Context: an optimization exercise on an open-source flow, tuned for small area, a short achievable clock period and few clock cycles per item. The choices shown serve that exercise and are no tape-out recipe.
At most, simulation tests tie the RTL to the original design; equivalence was not proved.
The clock port is modelled as an ideal driver; clocking choices that lean on that would not hold on a real chip.
Power figures rest on the tool's default switching activity, not on a simulated workload.

Design Convolution, start of the top module:
module Convolution(clk, rst_n, in_valid, weight_valid,
  In_IFM_1, In_IFM_2, In_IFM_3, In_IFM_4, In_IFM_5, In_IFM_6, In_IFM_7, In_IFM_8, In_IFM_9,
  In_Weight_1, In_Weight_2, In_Weight_3, In_Weight_4, In_Weight_5, In_Weight_6, In_Weight_7, In_Weight_8, In_Weight_9,
  out_valid, Out_OFM);
For scale: ~1700 cells after synthesis, roughly 360 flip-flops, about 170 I/O pins.
make LEC_CHECK=0 CAP_MARGIN=20 CORE_MARGIN=2 CORE_UTILIZATION=40 SLEW_MARGIN=20 SYNTH_HIERARCHICAL=1 finish   # period 8.0 ns
run.sh (not shown) runs the stock make flow with config.mk's settings and CLKGATE_MAP_FILE= SYNTH_SCRIPT=/design/flow/synth_recipe.tcl, a recipe that flattens the netlist after the stock synthesis.
Next try:
ABC_CLOCK_PERIOD_IN_PS = 2000   (was not set)
CTS_BUF_LIST = sky130_fd_sc_hd__clkbuf_4 sky130_fd_sc_hd__clkbuf_8   (was not set)
SETUP_SLACK_MARGIN = 5   (was not set)
Hold slack barely changes. Routed wire length came out higher by about 0.46%. Sequential power barely changes. Clock skew barely changes. Die area is unchanged. Total power came out higher by about 1.2%. Setup slack is better by 190 ps. Final cell count came out higher by about 2.5%.
Function was not checked in any run of this note: the RTL went through the layout flow alone.

========
Convolution, a different RTL version from the one above (not shown whole).
For scale: ~1900 cells after synthesis, about 170 I/O pins.
Settings: LEC_CHECK=0, ABC_CLOCK_PERIOD_IN_PS=2000, CAP_MARGIN=20, CORE_MARGIN=2, CORE_UTILIZATION=55, CTS_CLUSTER_DIAMETER=100, CTS_CLUSTER_SIZE=20, PLACE_DENSITY=0.6, SLEW_MARGIN=20, SYNTH_HIERARCHICAL=1; clock period 8.0 ns.
standard.sh (not shown) runs the stock make flow with config.mk's settings and CLKGATE_MAP_FILE= SYNTH_SCRIPT=/design/flow/synth_recipe.tcl, a recipe that flattens the netlist after the stock synthesis.
==> flow/flow/run.sh <==
#!/bin/bash
# Own flow: the standard ORFS flow (standard synthesis, same steps and scripts), with
#  - port buffers of a plain small buffer cell (every input and output port still gets one),
#  - a tighter setup-slack target for the resizer's timing repair (flow/margin.txt),
#  - optionally (flow/post_cts.tcl) a step after clock-tree synthesis that sizes down cells
#    that are faster than needed, keeping the same setup-slack target.
# Each tool's full output goes to flow_orfs.log in this folder; ORFS's per-step logs stay
# under orfs/logs/.
set -euo pipefail
MARGIN=$(cat flow/margin.txt 2>/dev/null || echo 5.0)
export BUFFER_PORTS_ARGS="-buffer_cell sky130_fd_sc_hd__buf_1"
if [[ -f flow/post_cts.tcl ]]; then
  export POST_CTS_TCL=$PWD/flow/post_cts.tcl
fi
export OWN_MARGIN=$MARGIN
bash standard.sh SETUP_SLACK_MARGIN=$MARGIN finish > flow_orfs.log 2>&1
==> flow/flow/margin.txt <==
5.35
==> flow/flow/post_cts.tcl <==
# After clock-tree synthesis and its timing repair: size down cells on paths with more
# setup slack than the target, then legalise the placement again.
estimate_parasitics -placement
repair_timing -recover_power 100 -setup_margin $::env(OWN_MARGIN) -verbose
detailed_placement
check_placement -verbose
Testbench counts at the start, summed over its fixed seeds: cycles 824, items 800.
Edit:
==> flow/flow/margin.txt (replaced) <==
5.4
Settings changed: CORE_UTILIZATION 55 to 60, PLACE_DENSITY 0.6 to 0.7.
Wire length goes down by 3.7%.
Area after synthesis does not change.
Non-clock buffer count came out lower by 1.
Maximum frequency came out higher by 0.39%.
Worst setup slack gets better by 10 ps.
Clock power is about the same.
Core utilization is higher by 4.8 points.
Total power went down by 2.0%.
Clock skew is higher by 3.2 ps.
Cell count came out lower by 2.3%.
Via count increases by 1.5%.
Edit:
==> flow/flow/margin.txt (replaced) <==
5.35
Outcome:
- The new run completed without violations
- wire length stays flat
- via count is about the same
- die area stays the same
Edit:
Settings changed: CTS_BUF_LIST set to sky130_fd_sc_hd__clkbuf_4 sky130_fd_sc_hd__clkbuf_8, CTS_CLUSTER_SIZE 20 to 15.
Clock skew is higher by 12 ps.
Utilization is lower by 0.25 points.
Routed wire length stays flat.
Setup slack degrades by 100 ps.
Via count is about the same.
Cell area is lower slightly.
Critical path depth stays the same.
Non-clock buffer count is unchanged.
Maximum frequency is lower by a few percent.
Worst hold slack improves by 3.8 ps.

-- afterwards: timing with drivers on the ports --
How much do the figures lean on ideal ports? The routed layouts below were timed once more, with nothing changed but the port constraints. Step 1: set_driving_cell puts a clkbuf_16 on clk and a buf_2 on each other input, an assumption about the parent block. Step 2 times the ports against the registers' clock, not the clock port: input delays grow and output delays shrink by t, the midpoint of the rising clock arrivals with the driver on. Slacks: no drivers / after step 1 / after step 2; pairs: no drivers / after step 1.
run | shift t [ns] | setup WS [ns] | clock arrival spread, ns
the first run of note 1 | 0.625 | 4.842 / 4.842 / 4.842 | 0.035 / 0.036
the second run of note 1 | 0.701 | 5.029 / 5.029 / 5.029 | 0.038 / 0.038
the first run of note 2 | 0.621 | 5.357 / 5.299 / 5.261 | 0.015 / 0.016
the second run of note 2 | 0.611 | 5.367 / 5.314 / 4.829 | 0.018 / 0.019
the third run of note 2 | 0.609 | 5.365 / 5.314 / 5.310 | 0.021 / 0.021
the fourth run of note 2 | 0.696 | 5.265 / 5.213 / 5.308 | 0.032 / 0.033
After both steps every run listed still meets setup and hold. The setup slack of the second run of note 2, which loses most, moves by -0.053 ns with the drivers and by -0.538 ns with both steps.
